Source: an optimization exercise on an open RTL-to-GDS flow (aim: small area). Production flows keep margins and buffers that such runs may drop. No run shown here included a check of the RTL's function; only the layout flow was run.

## flow/run.sh

```bash
#!/bin/bash
# synth_recipe.tcl (not shown) runs the flow's synth.tcl, then flattens the netlist and writes it again
# the make line also repeats each setting of config.mk as NAME=value (left out here)
make -C /OpenROAD-flow-scripts/flow DESIGN_CONFIG=/design/flow/config.mk WORK_HOME=/design/flow/orfs CLKGATE_MAP_FILE= SYNTH_SCRIPT=/design/flow/synth_recipe.tcl finish
```

## flow/config.mk

```make
export PLATFORM = sky130hd
export DESIGN_NAME = fir_filter
export DESIGN_NICKNAME = fir_filter
export VERILOG_FILES = /design/flow/design.v
export SDC_FILE = /design/flow/constraint.sdc
export NUM_CORES = 4
export LEC_CHECK = 0
export ABC_AREA = 1
export CAP_MARGIN = 20
export CORE_MARGIN = 2
export CORE_UTILIZATION = 40
export SLEW_MARGIN = 20
```

## flow/constraint.sdc

```tcl
create_clock -name core_clock -period 6.0 [get_ports {clk}]
set_input_delay 1.2000 -clock core_clock [delete_from_list [all_inputs] [get_ports {clk}]]
set_output_delay 1.2000 -clock core_clock [all_outputs]
set_load 0.01 [all_outputs]
```

## flow/design.v

```verilog
module fir_filter(
    input              clk,
    input              n_rst,
    input  signed [7:0] din,
    output reg signed [7:0] dout
);
reg [7:0] d0;
reg [7:0] d1;
reg [7:0] d2;
reg [7:0] d3;
reg [7:0] d4;
reg [7:0] d5;
reg [7:0] d6;
reg [7:0] d7;
reg [7:0] d8;
reg [7:0] d9;
reg [7:0] d10;
reg [7:0] d11;
reg [7:0] d12;
reg [7:0] d13;
reg [7:0] d14;
always @(posedge clk or negedge n_rst) begin
    if (!n_rst) begin
        d0 <= 8'd0;
        d1 <= 8'd0;
        d2 <= 8'd0;
        d3 <= 8'd0;
        d4 <= 8'd0;
        d5 <= 8'd0;
        d6 <= 8'd0;
        d7 <= 8'd0;
        d8 <= 8'd0;
        d9 <= 8'd0;
        d10 <= 8'd0;
        d11 <= 8'd0;
        d12 <= 8'd0;
        d13 <= 8'd0;
        d14 <= 8'd0;
    end else begin
        d0 <= din;
        d1 <= d0;
        d2 <= d1;
        d3 <= d2;
        d4 <= d3;
        d5 <= d4;
        d6 <= d5;
        d7 <= d6;
        d8 <= d7;
        d9 <= d8;
        d10 <= d9;
        d11 <= d10;
        d12 <= d11;
        d13 <= d12;
        d14 <= d13;
    end
end
wire s1;
wire c2;
assign s1 = d2[0] ^ d14[0];
assign c2 = d2[0] & d14[0];
wire s3;
wire c4;
assign s3 = d2[1] ^ d14[1] ^ c2;
assign c4 = (d2[1] & d14[1]) | (c2 & (d2[1] ^ d14[1]));
wire s5;
wire c6;
assign s5 = d2[2] ^ d14[2] ^ c4;
assign c6 = (d2[2] & d14[2]) | (c4 & (d2[2] ^ d14[2]));
wire s7;
wire c8;
assign s7 = d2[3] ^ d14[3] ^ c6;
assign c8 = (d2[3] & d14[3]) | (c6 & (d2[3] ^ d14[3]));
wire s9;
wire c10;
assign s9 = d2[4] ^ d14[4] ^ c8;
assign c10 = (d2[4] & d14[4]) | (c8 & (d2[4] ^ d14[4]));
wire s11;
wire c12;
assign s11 = d2[5] ^ d14[5] ^ c10;
assign c12 = (d2[5] & d14[5]) | (c10 & (d2[5] ^ d14[5]));
wire s13;
wire c14;
assign s13 = d2[6] ^ d14[6] ^ c12;
assign c14 = (d2[6] & d14[6]) | (c12 & (d2[6] ^ d14[6]));
wire s15;
wire c16;
assign s15 = ~d2[7] ^ ~d14[7] ^ c14;
assign c16 = (~d2[7] & ~d14[7]) | (c14 & (~d2[7] ^ ~d14[7]));
wire s17;
wire c18;
assign s17 = d3[0] ^ d13[0];
assign c18 = d3[0] & d13[0];
wire s19;
wire c20;
assign s19 = d3[1] ^ d13[1] ^ c18;
assign c20 = (d3[1] & d13[1]) | (c18 & (d3[1] ^ d13[1]));
wire s21;
wire c22;
assign s21 = d3[2] ^ d13[2] ^ c20;
assign c22 = (d3[2] & d13[2]) | (c20 & (d3[2] ^ d13[2]));
wire s23;
wire c24;
assign s23 = d3[3] ^ d13[3] ^ c22;
assign c24 = (d3[3] & d13[3]) | (c22 & (d3[3] ^ d13[3]));
wire s25;
wire c26;
assign s25 = d3[4] ^ d13[4] ^ c24;
assign c26 = (d3[4] & d13[4]) | (c24 & (d3[4] ^ d13[4]));
wire s27;
wire c28;
assign s27 = d3[5] ^ d13[5] ^ c26;
assign c28 = (d3[5] & d13[5]) | (c26 & (d3[5] ^ d13[5]));
wire s29;
wire c30;
assign s29 = d3[6] ^ d13[6] ^ c28;
assign c30 = (d3[6] & d13[6]) | (c28 & (d3[6] ^ d13[6]));
wire s31;
wire c32;
assign s31 = ~d3[7] ^ ~d13[7] ^ c30;
assign c32 = (~d3[7] & ~d13[7]) | (c30 & (~d3[7] ^ ~d13[7]));
wire s33;
wire c34;
assign s33 = d5[0] ^ d11[0];
assign c34 = d5[0] & d11[0];
wire s35;
wire c36;
assign s35 = d5[1] ^ d11[1] ^ c34;
assign c36 = (d5[1] & d11[1]) | (c34 & (d5[1] ^ d11[1]));
wire s37;
wire c38;
assign s37 = d5[2] ^ d11[2] ^ c36;
assign c38 = (d5[2] & d11[2]) | (c36 & (d5[2] ^ d11[2]));
wire s39;
wire c40;
assign s39 = d5[3] ^ d11[3] ^ c38;
assign c40 = (d5[3] & d11[3]) | (c38 & (d5[3] ^ d11[3]));
wire s41;
wire c42;
assign s41 = d5[4] ^ d11[4] ^ c40;
assign c42 = (d5[4] & d11[4]) | (c40 & (d5[4] ^ d11[4]));
wire s43;
wire c44;
assign s43 = d5[5] ^ d11[5] ^ c42;
assign c44 = (d5[5] & d11[5]) | (c42 & (d5[5] ^ d11[5]));
wire s45;
wire c46;
assign s45 = d5[6] ^ d11[6] ^ c44;
assign c46 = (d5[6] & d11[6]) | (c44 & (d5[6] ^ d11[6]));
wire s47;
wire c48;
assign s47 = ~d5[7] ^ ~d11[7] ^ c46;
assign c48 = (~d5[7] & ~d11[7]) | (c46 & (~d5[7] ^ ~d11[7]));
wire s49;
wire c50;
assign s49 = d6[0] ^ d10[0];
assign c50 = d6[0] & d10[0];
wire s51;
wire c52;
assign s51 = d6[1] ^ d10[1] ^ c50;
assign c52 = (d6[1] & d10[1]) | (c50 & (d6[1] ^ d10[1]));
wire s53;
wire c54;
assign s53 = d6[2] ^ d10[2] ^ c52;
assign c54 = (d6[2] & d10[2]) | (c52 & (d6[2] ^ d10[2]));
wire s55;
wire c56;
assign s55 = d6[3] ^ d10[3] ^ c54;
assign c56 = (d6[3] & d10[3]) | (c54 & (d6[3] ^ d10[3]));
wire s57;
wire c58;
assign s57 = d6[4] ^ d10[4] ^ c56;
assign c58 = (d6[4] & d10[4]) | (c56 & (d6[4] ^ d10[4]));
wire s59;
wire c60;
assign s59 = d6[5] ^ d10[5] ^ c58;
assign c60 = (d6[5] & d10[5]) | (c58 & (d6[5] ^ d10[5]));
wire s61;
wire c62;
assign s61 = d6[6] ^ d10[6] ^ c60;
assign c62 = (d6[6] & d10[6]) | (c60 & (d6[6] ^ d10[6]));
wire s63;
wire c64;
assign s63 = ~d6[7] ^ ~d10[7] ^ c62;
assign c64 = (~d6[7] & ~d10[7]) | (c62 & (~d6[7] ^ ~d10[7]));
wire s65;
wire c66;
assign s65 = d7[0] ^ d9[0];
assign c66 = d7[0] & d9[0];
wire s67;
wire c68;
assign s67 = d7[1] ^ d9[1] ^ c66;
assign c68 = (d7[1] & d9[1]) | (c66 & (d7[1] ^ d9[1]));
wire s69;
wire c70;
assign s69 = d7[2] ^ d9[2] ^ c68;
assign c70 = (d7[2] & d9[2]) | (c68 & (d7[2] ^ d9[2]));
wire s71;
wire c72;
assign s71 = d7[3] ^ d9[3] ^ c70;
assign c72 = (d7[3] & d9[3]) | (c70 & (d7[3] ^ d9[3]));
wire s73;
wire c74;
assign s73 = d7[4] ^ d9[4] ^ c72;
assign c74 = (d7[4] & d9[4]) | (c72 & (d7[4] ^ d9[4]));
wire s75;
wire c76;
assign s75 = d7[5] ^ d9[5] ^ c74;
assign c76 = (d7[5] & d9[5]) | (c74 & (d7[5] ^ d9[5]));
wire s77;
wire c78;
assign s77 = d7[6] ^ d9[6] ^ c76;
assign c78 = (d7[6] & d9[6]) | (c76 & (d7[6] ^ d9[6]));
wire s79;
wire c80;
assign s79 = ~d7[7] ^ ~d9[7] ^ c78;
assign c80 = (~d7[7] & ~d9[7]) | (c78 & (~d7[7] ^ ~d9[7]));
wire s81;
wire c82;
assign s81 = ~d8[0] ^ ~s17 ^ s33;
assign c82 = (~d8[0] & ~s17) | (s33 & (~d8[0] ^ ~s17));
wire s83;
wire c84;
assign s83 = ~d8[1] ^ 1'b1 ^ s65;
assign c84 = (~d8[1] & 1'b1) | (s65 & (~d8[1] ^ 1'b1));
wire s85;
wire c86;
assign s85 = ~s19 ^ s35 ^ c82;
assign c86 = (~s19 & s35) | (c82 & (~s19 ^ s35));
wire s87;
wire c88;
assign s87 = s83 ^ s85;
assign c88 = s83 & s85;
wire s89;
wire c90;
assign s89 = ~d8[2] ^ 1'b1 ^ ~s17;
assign c90 = (~d8[2] & 1'b1) | (~s17 & (~d8[2] ^ 1'b1));
wire s91;
wire c92;
assign s91 = s33 ^ s67 ^ c84;
assign c92 = (s33 & s67) | (c84 & (s33 ^ s67));
wire s93;
wire c94;
assign s93 = s89 ^ ~s21 ^ s37;
assign c94 = (s89 & ~s21) | (s37 & (s89 ^ ~s21));
wire s95;
wire c96;
assign s95 = c86 ^ s91 ^ c88;
assign c96 = (c86 & s91) | (c88 & (c86 ^ s91));
wire s97;
wire c98;
assign s97 = s93 ^ s95;
assign c98 = s93 & s95;
wire s99;
wire c100;
assign s99 = ~d8[3] ^ s1 ^ ~s19;
assign c100 = (~d8[3] & s1) | (~s19 & (~d8[3] ^ s1));
wire s101;
wire c102;
assign s101 = s35 ^ c90 ^ s69;
assign c102 = (s35 & c90) | (s69 & (s35 ^ c90));
wire s103;
wire c104;
assign s103 = c92 ^ s99 ^ ~s23;
assign c104 = (c92 & s99) | (~s23 & (c92 ^ s99));
wire s105;
wire c106;
assign s105 = s39 ^ c94 ^ s101;
assign c106 = (s39 & c94) | (s101 & (s39 ^ c94));
wire s107;
wire c108;
assign s107 = c96 ^ s103 ^ s105;
assign c108 = (c96 & s103) | (s105 & (c96 ^ s103));
wire s109;
wire c110;
assign s109 = c98 ^ s107;
assign c110 = c98 & s107;
wire s111;
wire c112;
assign s111 = ~d8[4] ^ ~s17 ^ s49;
assign c112 = (~d8[4] & ~s17) | (s49 & (~d8[4] ^ ~s17));
wire s113;
wire c114;
assign s113 = ~s65 ^ s3 ^ s111;
assign c114 = (~s65 & s3) | (s111 & (~s65 ^ s3));
wire s115;
wire c116;
assign s115 = ~s21 ^ s37 ^ c100;
assign c116 = (~s21 & s37) | (c100 & (~s21 ^ s37));
wire s117;
wire c118;
assign s117 = s113 ^ s71 ^ c102;
assign c118 = (s113 & s71) | (c102 & (s113 ^ s71));
wire s119;
wire c120;
assign s119 = s115 ^ c104 ^ ~s25;
assign c120 = (s115 & c104) | (~s25 & (s115 ^ c104));
wire s121;
wire c122;
assign s121 = s41 ^ s117 ^ c106;
assign c122 = (s41 & s117) | (c106 & (s41 ^ s117));
wire s123;
wire c124;
assign s123 = s119 ^ c108 ^ s121;
assign c124 = (s119 & c108) | (s121 & (s119 ^ c108));
wire s125;
wire c126;
assign s125 = c110 ^ s123;
assign c126 = c110 & s123;
wire s127;
wire c128;
assign s127 = ~d8[5] ^ ~s1 ^ s33;
assign c128 = (~d8[5] & ~s1) | (s33 & (~d8[5] ^ ~s1));
wire s129;
wire c130;
assign s129 = ~s19 ^ s51 ^ ~s67;
assign c130 = (~s19 & s51) | (~s67 & (~s19 ^ s51));
wire s131;
wire c132;
assign s131 = c112 ^ s127 ^ s5;
assign c132 = (c112 & s127) | (s5 & (c112 ^ s127));
wire s133;
wire c134;
assign s133 = c114 ^ s129 ^ ~s23;
assign c134 = (c114 & s129) | (~s23 & (c114 ^ s129));
wire s135;
wire c136;
assign s135 = s39 ^ c116 ^ s131;
assign c136 = (s39 & c116) | (s131 & (s39 ^ c116));
wire s137;
wire c138;
assign s137 = c118 ^ s73 ^ s133;
assign c138 = (c118 & s73) | (s133 & (c118 ^ s73));
wire s139;
wire c140;
assign s139 = s135 ^ ~s27 ^ s43;
assign c140 = (s135 & ~s27) | (s43 & (s135 ^ ~s27));
wire s141;
wire c142;
assign s141 = c120 ^ c122 ^ s137;
assign c142 = (c120 & c122) | (s137 & (c120 ^ c122));
wire s143;
wire c144;
assign s143 = s139 ^ c124 ^ s141;
assign c144 = (s139 & c124) | (s141 & (s139 ^ c124));
wire s145;
wire c146;
assign s145 = c126 ^ s143;
assign c146 = c126 & s143;
wire s147;
wire c148;
assign s147 = ~d8[6] ^ 1'b1 ^ s49;
assign c148 = (~d8[6] & 1'b1) | (s49 & (~d8[6] ^ 1'b1));
wire s149;
wire c150;
assign s149 = ~s3 ^ s35 ^ c128;
assign c150 = (~s3 & s35) | (c128 & (~s3 ^ s35));
wire s151;
wire c152;
assign s151 = s147 ^ ~s21 ^ s53;
assign c152 = (s147 & ~s21) | (s53 & (s147 ^ ~s21));
wire s153;
wire c154;
assign s153 = ~s69 ^ c130 ^ s149;
assign c154 = (~s69 & c130) | (s149 & (~s69 ^ c130));
wire s155;
wire c156;
assign s155 = s7 ^ c132 ^ s151;
assign c156 = (s7 & c132) | (s151 & (s7 ^ c132));
wire s157;
wire c158;
assign s157 = s153 ^ c134 ^ ~s25;
assign c158 = (s153 & c134) | (~s25 & (s153 ^ c134));
wire s159;
wire c160;
assign s159 = s41 ^ c136 ^ s155;
assign c160 = (s41 & c136) | (s155 & (s41 ^ c136));
wire s161;
wire c162;
assign s161 = s75 ^ c138 ^ s157;
assign c162 = (s75 & c138) | (s157 & (s75 ^ c138));
wire s163;
wire c164;
assign s163 = s159 ^ ~s29 ^ s45;
assign c164 = (s159 & ~s29) | (s45 & (s159 ^ ~s29));
wire s165;
wire c166;
assign s165 = c140 ^ c142 ^ s161;
assign c166 = (c140 & c142) | (s161 & (c140 ^ c142));
wire s167;
wire c168;
assign s167 = s163 ^ c144 ^ s165;
assign c168 = (s163 & c144) | (s165 & (s163 ^ c144));
wire s169;
wire c170;
assign s169 = c146 ^ s167;
assign c170 = c146 & s167;
wire s171;
wire c172;
assign s171 = d8[0] ^ d8[7] ^ 1'b1;
assign c172 = (d8[0] & d8[7]) | (1'b1 & (d8[0] ^ d8[7]));
wire s173;
wire c174;
assign s173 = s65 ^ s171 ^ s51;
assign c174 = (s65 & s171) | (s51 & (s65 ^ s171));
wire s175;
wire c176;
assign s175 = c148 ^ ~s5 ^ s37;
assign c176 = (c148 & ~s5) | (s37 & (c148 ^ ~s5));
wire s177;
wire c178;
assign s177 = c150 ^ s173 ^ ~s23;
assign c178 = (c150 & s173) | (~s23 & (c150 ^ s173));
wire s179;
wire c180;
assign s179 = s55 ^ ~s71 ^ c152;
assign c180 = (s55 & ~s71) | (c152 & (s55 ^ ~s71));
wire s181;
wire c182;
assign s181 = c154 ^ s175 ^ s9;
assign c182 = (c154 & s175) | (s9 & (c154 ^ s175));
wire s183;
wire c184;
assign s183 = s177 ^ s179 ^ c156;
assign c184 = (s177 & s179) | (c156 & (s177 ^ s179));
wire s185;
wire c186;
assign s185 = ~s27 ^ s43 ^ c158;
assign c186 = (~s27 & s43) | (c158 & (~s27 ^ s43));
wire s187;
wire c188;
assign s187 = s181 ^ c160 ^ s183;
assign c188 = (s181 & c160) | (s183 & (s181 ^ c160));
wire s189;
wire c190;
assign s189 = s77 ^ c162 ^ s185;
assign c190 = (s77 & c162) | (s185 & (s77 ^ c162));
wire s191;
wire c192;
assign s191 = s187 ^ ~s31 ^ s47;
assign c192 = (s187 & ~s31) | (s47 & (s187 ^ ~s31));
wire s193;
wire c194;
assign s193 = c164 ^ c166 ^ s189;
assign c194 = (c164 & c166) | (s189 & (c164 ^ c166));
wire s195;
wire c196;
assign s195 = s191 ^ c168 ^ s193;
assign c196 = (s191 & c168) | (s193 & (s191 ^ c168));
wire s197;
wire c198;
assign s197 = c170 ^ s195;
assign c198 = c170 & s195;
wire s199;
wire c200;
assign s199 = d8[1] ^ 1'b1 ^ c172;
assign c200 = (d8[1] & 1'b1) | (c172 & (d8[1] ^ 1'b1));
wire s201;
wire c202;
assign s201 = s67 ^ s199 ^ s53;
assign c202 = (s67 & s199) | (s53 & (s67 ^ s199));
wire s203;
wire c204;
assign s203 = c174 ^ ~s7 ^ s39;
assign c204 = (c174 & ~s7) | (s39 & (c174 ^ ~s7));
wire s205;
wire c206;
assign s205 = c176 ^ s201 ^ c178;
assign c206 = (c176 & s201) | (c178 & (c176 ^ s201));
wire s207;
wire c208;
assign s207 = c180 ^ ~s25 ^ s57;
assign c208 = (c180 & ~s25) | (s57 & (c180 ^ ~s25));
wire s209;
wire c210;
assign s209 = ~s73 ^ s203 ^ s11;
assign c210 = (~s73 & s203) | (s11 & (~s73 ^ s203));
wire s211;
wire c212;
assign s211 = c182 ^ c184 ^ s205;
assign c212 = (c182 & c184) | (s205 & (c182 ^ c184));
wire s213;
wire c214;
assign s213 = s207 ^ ~s29 ^ s45;
assign c214 = (s207 & ~s29) | (s45 & (s207 ^ ~s29));
wire s215;
wire c216;
assign s215 = c186 ^ s209 ^ c188;
assign c216 = (c186 & s209) | (c188 & (c186 ^ s209));
wire s217;
wire c218;
assign s217 = s211 ^ ~c32 ^ c48;
assign c218 = (s211 & ~c32) | (c48 & (s211 ^ ~c32));
wire s219;
wire c220;
assign s219 = s79 ^ c190 ^ s213;
assign c220 = (s79 & c190) | (s213 & (s79 ^ c190));
wire s221;
wire c222;
assign s221 = s215 ^ c192 ^ s217;
assign c222 = (s215 & c192) | (s217 & (s215 ^ c192));
wire s223;
wire c224;
assign s223 = c194 ^ s219 ^ s221;
assign c224 = (c194 & s219) | (s221 & (c194 ^ s219));
wire s225;
wire c226;
assign s225 = c196 ^ c198 ^ s223;
assign c226 = (c196 & c198) | (s223 & (c196 ^ c198));
wire s227;
wire c228;
assign s227 = d8[2] ^ 1'b1 ^ c200;
assign c228 = (d8[2] & 1'b1) | (c200 & (d8[2] ^ 1'b1));
wire s229;
wire c230;
assign s229 = s69 ^ s227 ^ s55;
assign c230 = (s69 & s227) | (s55 & (s69 ^ s227));
wire s231;
wire c232;
assign s231 = c202 ^ c204 ^ ~s9;
assign c232 = (c202 & c204) | (~s9 & (c202 ^ c204));
wire s233;
wire c234;
assign s233 = s41 ^ s229 ^ c206;
assign c234 = (s41 & s229) | (c206 & (s41 ^ s229));
wire s235;
wire c236;
assign s235 = ~s27 ^ s59 ^ ~s75;
assign c236 = (~s27 & s59) | (~s75 & (~s27 ^ s59));
wire s237;
wire c238;
assign s237 = c208 ^ s231 ^ s13;
assign c238 = (c208 & s231) | (s13 & (c208 ^ s231));
wire s239;
wire c240;
assign s239 = c210 ^ c212 ^ s233;
assign c240 = (c210 & c212) | (s233 & (c210 ^ c212));
wire s241;
wire c242;
assign s241 = s235 ^ c80 ^ ~s31;
assign c242 = (s235 & c80) | (~s31 & (s235 ^ c80));
wire s243;
wire c244;
assign s243 = s47 ^ c214 ^ s237;
assign c244 = (s47 & c214) | (s237 & (s47 ^ c214));
wire s245;
wire c246;
assign s245 = c216 ^ s239 ^ c218;
assign c246 = (c216 & s239) | (c218 & (c216 ^ s239));
wire s247;
wire c248;
assign s247 = c220 ^ s241 ^ s243;
assign c248 = (c220 & s241) | (s243 & (c220 ^ s241));
wire s249;
wire c250;
assign s249 = c222 ^ s245 ^ s247;
assign c250 = (c222 & s245) | (s247 & (c222 ^ s245));
wire s251;
wire c252;
assign s251 = c224 ^ s249 ^ c226;
assign c252 = (c224 & s249) | (c226 & (c224 ^ s249));
wire s253;
wire c254;
assign s253 = d8[3] ^ c228 ^ s71;
assign c254 = (d8[3] & c228) | (s71 & (d8[3] ^ c228));
wire s255;
wire c256;
assign s255 = c230 ^ s57 ^ s253;
assign c256 = (c230 & s57) | (s253 & (c230 ^ s57));
wire s257;
wire c258;
assign s257 = ~s11 ^ s43 ^ c232;
assign c258 = (~s11 & s43) | (c232 & (~s11 ^ s43));
wire s259;
wire c260;
assign s259 = s255 ^ c234 ^ ~s29;
assign c260 = (s255 & c234) | (~s29 & (s255 ^ c234));
wire s261;
wire c262;
assign s261 = s61 ^ ~s77 ^ c236;
assign c262 = (s61 & ~s77) | (c236 & (s61 ^ ~s77));
wire s263;
wire c264;
assign s263 = s257 ^ ~c32 ^ c48;
assign c264 = (s257 & ~c32) | (c48 & (s257 ^ ~c32));
wire s265;
wire c266;
assign s265 = s15 ^ c238 ^ c240;
assign c266 = (s15 & c238) | (c240 & (s15 ^ c238));
wire s267;
wire c268;
assign s267 = s259 ^ s261 ^ c242;
assign c268 = (s259 & s261) | (c242 & (s259 ^ s261));
wire s269;
wire c270;
assign s269 = s263 ^ c244 ^ s265;
assign c270 = (s263 & c244) | (s265 & (s263 ^ c244));
wire s271;
wire c272;
assign s271 = c246 ^ s267 ^ c248;
assign c272 = (c246 & s267) | (c248 & (c246 ^ s267));
wire s273;
wire c274;
assign s273 = s269 ^ c250 ^ s271;
assign c274 = (s269 & c250) | (s271 & (s269 ^ c250));
wire s275;
wire c276;
assign s275 = c252 ^ s273;
assign c276 = c252 & s273;
wire s277;
wire c278;
assign s277 = d8[4] ^ 1'b1 ^ c254;
assign c278 = (d8[4] & 1'b1) | (c254 & (d8[4] ^ 1'b1));
wire s279;
wire c280;
assign s279 = s73 ^ s59 ^ c256;
assign c280 = (s73 & s59) | (c256 & (s73 ^ s59));
wire s281;
wire c282;
assign s281 = s277 ^ ~s13 ^ s45;
assign c282 = (s277 & ~s13) | (s45 & (s277 ^ ~s13));
wire s283;
wire c284;
assign s283 = c258 ^ s279 ^ c16;
assign c284 = (c258 & s279) | (c16 & (c258 ^ s279));
wire s285;
wire c286;
assign s285 = ~s31 ^ s63 ^ ~s79;
assign c286 = (~s31 & s63) | (~s79 & (~s31 ^ s63));
wire s287;
wire c288;
assign s287 = c260 ^ c262 ^ s281;
assign c288 = (c260 & c262) | (s281 & (c260 ^ c262));
wire s289;
wire c290;
assign s289 = c264 ^ s283 ^ c266;
assign c290 = (c264 & s283) | (c266 & (c264 ^ s283));
wire s291;
wire c292;
assign s291 = s285 ^ s287 ^ c268;
assign c292 = (s285 & s287) | (c268 & (s285 ^ s287));
wire s293;
wire c294;
assign s293 = c270 ^ s289 ^ s291;
assign c294 = (c270 & s289) | (s291 & (c270 ^ s289));
wire s295;
wire c296;
assign s295 = c272 ^ s293 ^ c274;
assign c296 = (c272 & s293) | (c274 & (c272 ^ s293));
wire s297;
wire c298;
assign s297 = c276 ^ s295;
assign c298 = c276 & s295;
wire s299;
wire c300;
assign s299 = d8[5] ^ 1'b1 ^ c278;
assign c300 = (d8[5] & 1'b1) | (c278 & (d8[5] ^ 1'b1));
wire s301;
wire c302;
assign s301 = s75 ^ s61 ^ c280;
assign c302 = (s75 & s61) | (c280 & (s75 ^ s61));
wire s303;
wire c304;
assign s303 = s299 ^ ~c32 ^ c64;
assign c304 = (s299 & ~c32) | (c64 & (s299 ^ ~c32));
wire s305;
wire c306;
assign s305 = ~c80 ^ ~s15 ^ s47;
assign c306 = (~c80 & ~s15) | (s47 & (~c80 ^ ~s15));
wire s307;
wire c308;
assign s307 = c282 ^ s301 ^ c284;
assign c308 = (c282 & s301) | (c284 & (c282 ^ s301));
wire s309;
wire c310;
assign s309 = c286 ^ s303 ^ c288;
assign c310 = (c286 & s303) | (c288 & (c286 ^ s303));
wire s311;
wire c312;
assign s311 = s305 ^ s307 ^ c290;
assign c312 = (s305 & s307) | (c290 & (s305 ^ s307));
wire s313;
wire c314;
assign s313 = s309 ^ c292 ^ s311;
assign c314 = (s309 & c292) | (s311 & (s309 ^ c292));
wire s315;
wire c316;
assign s315 = c294 ^ s313 ^ c296;
assign c316 = (c294 & s313) | (c296 & (c294 ^ s313));
wire s317;
wire c318;
assign s317 = c298 ^ s315;
assign c318 = c298 & s315;
wire s319;
wire c320;
assign s319 = d8[6] ^ 1'b1 ^ c300;
assign c320 = (d8[6] & 1'b1) | (c300 & (d8[6] ^ 1'b1));
wire s321;
wire c322;
assign s321 = s77 ^ ~c16 ^ c48;
assign c322 = (s77 & ~c16) | (c48 & (s77 ^ ~c16));
wire s323;
wire c324;
assign s323 = s63 ^ c302 ^ s319;
assign c324 = (s63 & c302) | (s319 & (s63 ^ c302));
wire s325;
wire c326;
assign s325 = c304 ^ c306 ^ s321;
assign c326 = (c304 & c306) | (s321 & (c304 ^ c306));
wire s327;
wire c328;
assign s327 = s323 ^ c308 ^ c310;
assign c328 = (s323 & c308) | (c310 & (s323 ^ c308));
wire s329;
wire c330;
assign s329 = s325 ^ c312 ^ s327;
assign c330 = (s325 & c312) | (s327 & (s325 ^ c312));
wire s331;
wire c332;
assign s331 = c314 ^ s329 ^ c316;
assign c332 = (c314 & s329) | (c316 & (c314 ^ s329));
wire s333;
wire c334;
assign s333 = c318 ^ s331;
assign c334 = c318 & s331;
wire s335;
wire c336;
assign s335 = ~d8[7] ^ 1'b1 ^ c64;
assign c336 = (~d8[7] & 1'b1) | (c64 & (~d8[7] ^ 1'b1));
wire s337;
wire c338;
assign s337 = c320 ^ s79 ^ c322;
assign c338 = (c320 & s79) | (c322 & (c320 ^ s79));
wire s339;
wire c340;
assign s339 = s335 ^ c324 ^ c326;
assign c340 = (s335 & c324) | (c326 & (s335 ^ c324));
wire s341;
wire c342;
assign s341 = s337 ^ s339 ^ c328;
assign c342 = (s337 & s339) | (c328 & (s337 ^ s339));
wire s343;
wire c344;
assign s343 = c330 ^ s341 ^ c332;
assign c344 = (c330 & s341) | (c332 & (c330 ^ s341));
wire s345;
wire c346;
assign s345 = c334 ^ s343;
assign c346 = c334 & s343;
wire s347;
wire c348;
assign s347 = c80 ^ c336 ^ c338;
assign c348 = (c80 & c336) | (c338 & (c80 ^ c336));
wire s349;
wire c350;
assign s349 = c340 ^ s347 ^ c342;
assign c350 = (c340 & s347) | (c342 & (c340 ^ s347));
wire s351;
wire c352;
assign s351 = s349 ^ c344 ^ c346;
assign c352 = (s349 & c344) | (c346 & (s349 ^ c344));
wire s353;
wire c354;
assign s353 = c348 ^ c350 ^ c352;
assign c354 = (c348 & c350) | (c352 & (c348 ^ c350));
wire s355;
wire c356;
assign s355 = 1'b1 ^ c354;
assign c356 = 1'b1 & c354;
wire [17:0] S = {s355, s353, s351, s345, s333, s317, s297, s275, s251, s225, s197, s169, s145, s125, s109, s97, s87, s81};
wire ovf = S[17] ^ S[16];
wire [7:0] sat = {S[17], ovf ? {6{~S[17]}} : S[15:10], ovf | S[9]};
always @(posedge clk or negedge n_rst) begin
    if (!n_rst) dout <= 8'sd0;
    else        dout <= sat;
end
endmodule
```

==> results of run 1 <==
-- what timing repair did --
| item | CTS | global route |
|---|---|---|
| setup endpoints to repair | 8 | 8 |
| resized for setup | 16 | 13 |
| pin swaps | 15 | 3 |
| setup buffers | 4 | 0 |
-- layer usage --
| layer | track usage, % | up-vias |
|---|---|---|
| met4 | 6.33 | 0 |
| met1 | 21.3 | 1909 |
| met3 | 3.76 | 15 |
| met2 | 22.9 | 35 |
| li1 | - | 1604 |
| met5 | 0 | - |
-- per-stage QoR --
step | hold slack [ns] | worst slack (ns) | TNS (ns) | instance area (µm²)
final | 0.346 | -1.92 | -14.88 | 8950
after global routing | 0.349 | -2.19 | -16.96 | 8950
after CTS | 0.347 | -1.99 | -15.45 | 8920
after global placement | 0.332 | -1.95 | -15.19 | 8270
after detailed placement | 0.335 | -2.08 | -16.09 | 8270
after floorplan | 0.331 | -1.69 | -13.20 | 7320
-- critical path, stage by stage (launching register included) --
cell and delay, ns:
dfrtp_1 0.40, ha_2 0.18, fa_2 0.34, inv_2 0.07
fa_2 0.47, fa_2 0.41, fa_1 0.51, inv_2 0.05
fa_2 0.52, inv_2 0.04, fa_2 0.35, fa_2 0.49
fa_2 0.42, fa_2 0.40, fa_2 0.37, fa_2 0.34
fa_2 0.35, fa_2 0.34, fa_1 0.44, inv_2 0.08
ha_4 0.12, inv_2 0.03, fa_2 0.32, inv_2 0.06
fa_2 0.46, nor2_4 0.19, a21oi_1 0.06
-- logic make-up (layout without fill, tap and decap cells) --
logic type,count (synthesis),after routing,synth area share [%]
DFF,128,128,44.1
and+or+nand+nor,10,10,0.603
AOI/OAI and AO/OA,8,8,0.586
buffers and inverters,195,314,10.1
adders and majority gates,170,170,44.6
-- synthesized netlist by cell type --
cell type    n  area share, %
dfrtp_1    128             44
a21oi_1      7           0.48
nor2_2       1          0.086
ha_1        22            3.8
nand2_2      1          0.086
nor2_1       4           0.21
inv_1      195             10
a21o_1       1           0.10
fa_1       148             41
nand2_1      3           0.16
nand3_1      1          0.069
-- sequential cells by signal, summed over array words and instances (netlist names) --
name and flops:
d6 8, d12 8, d2 8, d11 8
dout 8, d5 8, d13 8, d3 8
d8 8, d1 8, d14 8, d9 8
d0 8, d7 8, d10 8, d4 8
-- final cells by class --
cell class	instances	share of cell area [%]
timing repair buffer	87	7.75
clock buffer	17	4.76
clock inverter	15	1.79
tap	229	3.20
sequential	128	35.8
inverter	195	8.18
multi-input combinational	188	38.5
-- path summary, 6_finish.rpt --
| check | start | endpoint | slack (ns) | cells after the start |
|---|---|---|---|---|
| setup / recovery | d10[0] | dout[6] | -1.92 | 26 |
| hold / removal | d1[2] | d2[2] | 0.35 | 0 |
| setup reg to reg | d10[0] | dout[6] | -1.92 | 26 |
| hold reg to reg | d1[2] | d2[2] | 0.35 | 0 |
| max in group asynchronous | n_rst | d13[0] | 3.84 | 2 |
| min in group asynchronous | n_rst | dout[5] | 0.88 | 1 |
==> key figures, run 1 <==
Flow run
  – Max-cap violations: 0

Clock network
  – Clock slew at reported path FFs: 0.06 ns
  – CTS root buffer: clkbuf_16
  – Inserted Clock Buffers: 17
  – CTS max path bufs: 2
  – Worst-skew pair later-pin latency: about 0.42 ns
  – TritonCTS clock tree: yes
  – Hold-fix buffers at CTS: 0
  – H-tree depth: 4
  – CTS sink cnt: between 100 and 150

Finish
  – Number of diodes: 0
  – Share of cells above drive strength 1: about a quarter
  – Register area: between 3000 and 4000 µm²
  – Layout Utilization: between 40% and 50%
  – Final non-filler cell total: 859
  – Synth-to-layout area growth: 23.2%
  – Most frequent cells in the layout: inv_1, dfrtp_1, fa_1, buf_4, fa_2
  – Most common cell after layout, fill and taps aside: inv_1
  – Fillers: roughly 1600
  – Nets: between 700 and 800
  – Multi-input combinational cell area: about 3400 µm²

Setup path
  – Crit end category: flop
  – CP required: 6.30 ns
  – Crit Path Category: reg2reg
  – Startpoint Class: flop
  – Crit path DAT: 8.22 ns
  – CP max FO: 7

Die
  – Die W: about 140 µm
  – Starting Density: ~41%
  – Io pins: 18
  – Cell row count: 49
  – Core ar.: 17900 µm²
  – Die Height: 139 µm
  – DIE AREA: approximately 19000 µm²

Synth
  – Mapped Nets: slightly below 700
  – Post-Syn Instances: slightly above 500
  – Post-synthesis cell type count: 11
  – Post-synthesis register bit count: approximately 130
  – Synthesis warning total: 1
  – Sequential-to-total area share from yosys stat: 44.1%
  – Syn avg cell area: around 14 µm²
  – Synthesized area: between 7000 and 8000 µm²

Timing
  – Clk_skew: about 0.010 ns
  – Tcrit/Tclk final: 132%
  – Max_slew headroom: between 40% and 50%
  – Final Hold Viols: 0
  – Final setup viols: 8
  – Final WS setup: -1.92 ns
  – Period minus WS final: around 7.9 ns
  – Worst-Margin Slew: roughly 0.84 ns
  – Max-slew violation count: 0
  – RSZ-0062 raised after global routing: yes
  – F_max: approximately 130 MHz

Outcome
  – SO Viols: negative setup slack
  – Outcome: complete, but fails checks

Detailed routing
  – Per-cell routed wire length: between 10 and 15 µm
  – Drt first pass iters: 4
  – Met3 WL: roughly 340 µm
  – Highest routed layer: met4
  – Vias post-DR: approximately 3600
  – Routed WL: ~13000 µm
  – DR DRC count: 0
  – M1 WL: between 5000 and 6000 µm
  – Metal2 WL: between 6000 and 7000 µm
  – Routed Antenna Nets: 0
  – Initial DRC Count: around 160
  – Vias per cell: 4.15

Global routing
  – Largest net degree at the start of global routing: 70
  – GRT overflow: 0
  – Total track usage: between 10% and 20%
  – First-pass GRT wire length: approximately 22000 µm
  – Initial antenna violation count: 0
  – Vias in the first global route: between 4000 and 5000

Min path
  – Worst min-delay path class: reg2reg

Placement
  – GPL Wtd Cong: ~0.85
  – DP HPWL: 10500 µm
  – Placed Instances: around 820
  – Port Buffer Count: 17
==> inputs of run 2 (changes only) <==
--- a/flow/config.mk
+++ b/flow/config.mk
@@ -8,5 +8,6 @@
 export ABC_AREA = 1
 export CAP_MARGIN = 20
 export CORE_MARGIN = 2
-export CORE_UTILIZATION = 40
+export CORE_UTILIZATION = 60
+export CTS_BUF_LIST = sky130_fd_sc_hd__clkbuf_2 sky130_fd_sc_hd__clkbuf_4
 export SLEW_MARGIN = 20
==> run 2 against run 1 <==
Effect of this change:
- the layout still fails its checks (negative setup slack)
- cell count fell by 10%
- flip-flop and latch count did not move
- via count fell by 0.65%
- non-clock buffer count fell by 5
- hold slack barely moved
- register-to-register slack got worse by 0.08 ns
- critical path type unchanged
- highest routed layer unchanged
==> key figures, run 2 <==
Setup path
  – R2R Setup Slk: -2.00 ns (-0.08 ns)
  – Reg2Reg Depth: 26 (unchanged)
  – Crit path DAT: 8.41 ns (+0.19 ns)
  – Beginning of the critical path: d13[0]
  – End of the critical path: dout[4]
  – Worst r2r src: d13[0]
  – Crit end category: flop
  – Crit Path Category: reg2reg
  – CP max FO: 7 (unchanged)
  – Reg2reg end: dout[4]
  – Startpoint Class: flop
  – CP required: 6.41 ns (+0.11 ns)

Timing
  – Min Hold Slack: 0.347 ns (+0.000197 ns)
  – F_max: 125 MHz (-0.98%)
  – Max_slew headroom: 35.2% (-8.8 points)
  – Period minus WS final: 8.00 ns (+0.0787 ns)
  – Clk_skew: 0.0155 ns (+0.00542 ns)
  – Max-slew violation count: 0 (unchanged)
  – Final Hold Viols: 0 (unchanged)
  – Final WS setup: -2.00 ns (-0.0787 ns)
  – RSZ-0062 raised after global routing: yes
  – Final setup viols: 8 (unchanged)
  – Tcrit/Tclk final: 133% (+1.3 points)
  – Worst-Margin Slew: 0.972 ns (+0.132 ns)

Finish
  – Synth-to-layout area growth: 16.8%
  – Most common cell after layout, fill and taps aside: inv_1
  – Share of cells above drive strength 1: 23.0% (-2.4 points)
  – Final non-filler cell total: 772 (-10%)
  – Most frequent cells in the layout: inv_1, dfrtp_1, fa_1, buf_4, fa_2
  – Final std cell area, no fill: 8480 µm² (-5.2%)
  – Number of diodes: 0 (unchanged)
  – Nets: 792 (-0.63%)

Min path
  – Worst min-delay path class: reg2reg

Global routing
  – Largest net degree at the start of global routing: 77 (+10%)
  – Initial antenna violation count: 0 (unchanged)
  – Vias in the first global route: 4071 (-6.6%)
  – GRT overflow: 0 (unchanged)
  – Total track usage: 22.3% (+7.2 points)
  – First-pass GRT wire length: 20800 µm (-5.3%)

Flow run
  – Max-cap violations: 0 (unchanged)

Placement
  – GPL Wtd Cong: 0.863 (+1.4%)
  – DP Area: 8130 µm² (-1.8%)
  – Port Buffer Count: 17 (unchanged)
  – Placed Instances: 735 (-11%)
  – DP HPWL: 10400 µm (-0.70%)

Detailed routing
  – DR DRC count: 0 (unchanged)
  – Routed Antenna Nets: 0 (unchanged)
  – Vias per cell: 4.59 (+11%)
  – Drt first pass iters: 4 (unchanged)
  – Per-cell routed wire length: 16.0 µm (+9.7%)
  – Initial DRC Count: 174 (+6.7%)
  – Vias post-DR: 3540 (-0.65%)
  – Routed WL: 12400 µm (-1.4%)

Clock network
  – Inserted Clock Buffers: 17 (unchanged)
  – Worst-skew pair later-pin latency: 0.52 ns (+0.10 ns)
  – TritonCTS clock tree: yes
  – CTS max path bufs: 2 (unchanged)
  – CTS sink cnt: 128 (unchanged)
  – CTS root buffer: clkbuf_4
  – Clock slew at reported path FFs: 0.11 ns (+0.05 ns)
  – H-tree depth: 4 (unchanged)

Synth
  – Async set-reset flop share out of synthesis: 100% (unchanged)
  – Top cell type's share of synthesized area: 44.1% (unchanged)
  – Synth Area in Simple Gates: 0.603% (unchanged)
  – Post-synth EDFFs: 0 (unchanged)
  – XOR/XNOR Fraction of Synth Area: 0% (unchanged)
  – Post-synthesis mux area share: 0% (unchanged)
  – Post-synthesis register bit count: 128 (unchanged)
  – Synth area leaders: dfrtp_1, fa_1, inv_1
  – Main synth FF type: dfrtp_1
  – Largest family of logic cells by synthesized area: adder cells
  – Synthesis warning total: 1 (unchanged)
  – Post-synthesis cell type count: 11 (unchanged)
  – Largest area contributor in the netlist: dfrtp_1
  – Most frequent cell after synthesis: inv_1
  – Syn avg cell area: 14.2 µm² (unchanged)
  – Sequential-to-total area share from yosys stat: 44.1% (unchanged)
  – Synth top cells by count: inv_1, fa_1, dfrtp_1
  – Synthesized area: 7260 µm² (unchanged)
  – Post-synthesis compound-gate area fraction: 0.586% (unchanged)
  – Post-Syn Instances: 511 (unchanged)
  – Post-synthesis adder-cell area fraction: 44.6% (unchanged)
  – Mapped Nets: 691 (unchanged)

Die
  – Core ar.: 11900 µm² (-33%)
  – Io pins: 18 (unchanged)
  – DIE AREA: 13000 µm² (-32%)
  – Die Height: 114 µm (-18%)
  – Starting Density: 60.9% (+20 points)
  – Cell row count: 40 (-18%)
  – Die W: 114 µm (-18%)

Outcome
  – SO Viols: negative setup slack
  – Outcome: complete, but fails checks
==> run 2: cell count changes in the layout (fill, tap and decap cells not counted), moves of 3 or more <==
cell        before  now
clkbuf_16       17    0
clkbuf_4         0   17
buf_4           71   64
clkinv_1         0    4
clkinvlp_4       1    4
ha_1            17   20
==> run 2: area by class of cell <==
cell class / count / area, µm²
Fill cell: 862 / 3430
Multi-Input combinational cell: 188 / 3430
Sequential cell: 128 / 3200
Inverter: 195 / 732
Timing Repair Buffer: 82 / 663
Tap cell: 147 / 184
Clock inverter: 15 / 141
Clock buffer: 17 / 128
==> run 2: worst max-delay path, stage by stage (launching register included) <==
cell and delay [ns]:
dfrtp_1 0.42, ha_2 0.19, fa_2 0.39, fa_2 0.36, inv_2 0.07, fa_2 0.50, fa_2 0.56, inv_2 0.04
fa_2 0.33, fa_2 0.35, fa_2 0.34, fa_2 0.34, fa_2 0.34, fa_1 0.45, fa_2 0.35, fa_2 0.35
fa_2 0.35, fa_2 0.34, fa_1 0.42, inv_1 0.06, ha_1 0.14, inv_2 0.04, fa_2 0.33, inv_2 0.07
fa_2 0.48, nor2_4 0.20, a21oi_1 0.07
==> run 2: cell families after synthesis <==
family / Yosys count
flops: 128
buf+inv: 195
simple gates: 10
fa+ha+maj: 170
compound gates: 8
==> run 2: layer usage <==
| metal | vias to the layer above | wire (µm) | track usage (%) |
|---|---|---|---|
| met5 | - | 0 | 0 |
| li1 | 1595 | - | - |
| met1 | 1885 | 6060 | 35.0 |
| met3 | 11 | 451 | 4.94 |
| met4 | 0 | 119 | 5.61 |
| met2 | 49 | 5750 | 32.8 |
==> run 2: worst min path at each step <==
stage	start	to	slack, ns	depth (start not counted)
after global routing	d1[0]	d2[0]	0.36	0
final	d1[7]	d2[7]	0.35	0
after floorplan	d12[0]	d13[0]	0.33	0
after global placement	d0[0]	d1[0]	0.33	0
after CTS	d12[7]	d13[7]	0.36	0
after detailed placement	d12[6]	d13[6]	0.33	0
==> run 2: per-stage QoR <==
step	setup WS [ns]	utilization (%)	setup TNS [ns]
3_5_place_dp	-2.09	68.2	-16.21
6_report	-2.00	71.2	-15.66
3_3_place_gp	-2.00	68.2	-15.63
5_1_grt	-2.26	71.2	-17.69
4_1_cts	-2.00	70.9	-15.59
2_1_floorplan	-1.69	-	-13.20
==> run 2: repair_timing <==
item,4_1_cts,5_1_grt
hold buffers,0,0
setup endpoints to repair,8,8
pin swaps,9,3
setup buffers,2,3
resized for setup,15,9

## re-timing with driven ports
How much do the figures lean on ideal ports? The routed layouts below were timed once more, with nothing changed but the port constraints.
Step 1: set_driving_cell puts a clkbuf_16 on clk and a buf_2 on each other input, an assumption about the parent block.
Step 2 times the ports against the registers' clock, not the clock port: input delays grow and output delays shrink by t, the midpoint of the rising clock arrivals with the driver on.
a / b / c = ideal ports / drivers / drivers and shift; a / b = the first two.
run | shift t [ns] | setup slack, ns | latest minus earliest clock arrival (ns) | worst register clock-pin slew, ns
run 1 | 0.457 | -1.922 / -1.922 / -1.922 | 0.010 / 0.010 | 0.06 / 0.06
run 2 | 0.548 | -2.001 / -2.001 / -2.001 | 0.018 / 0.017 | 0.12 / 0.12
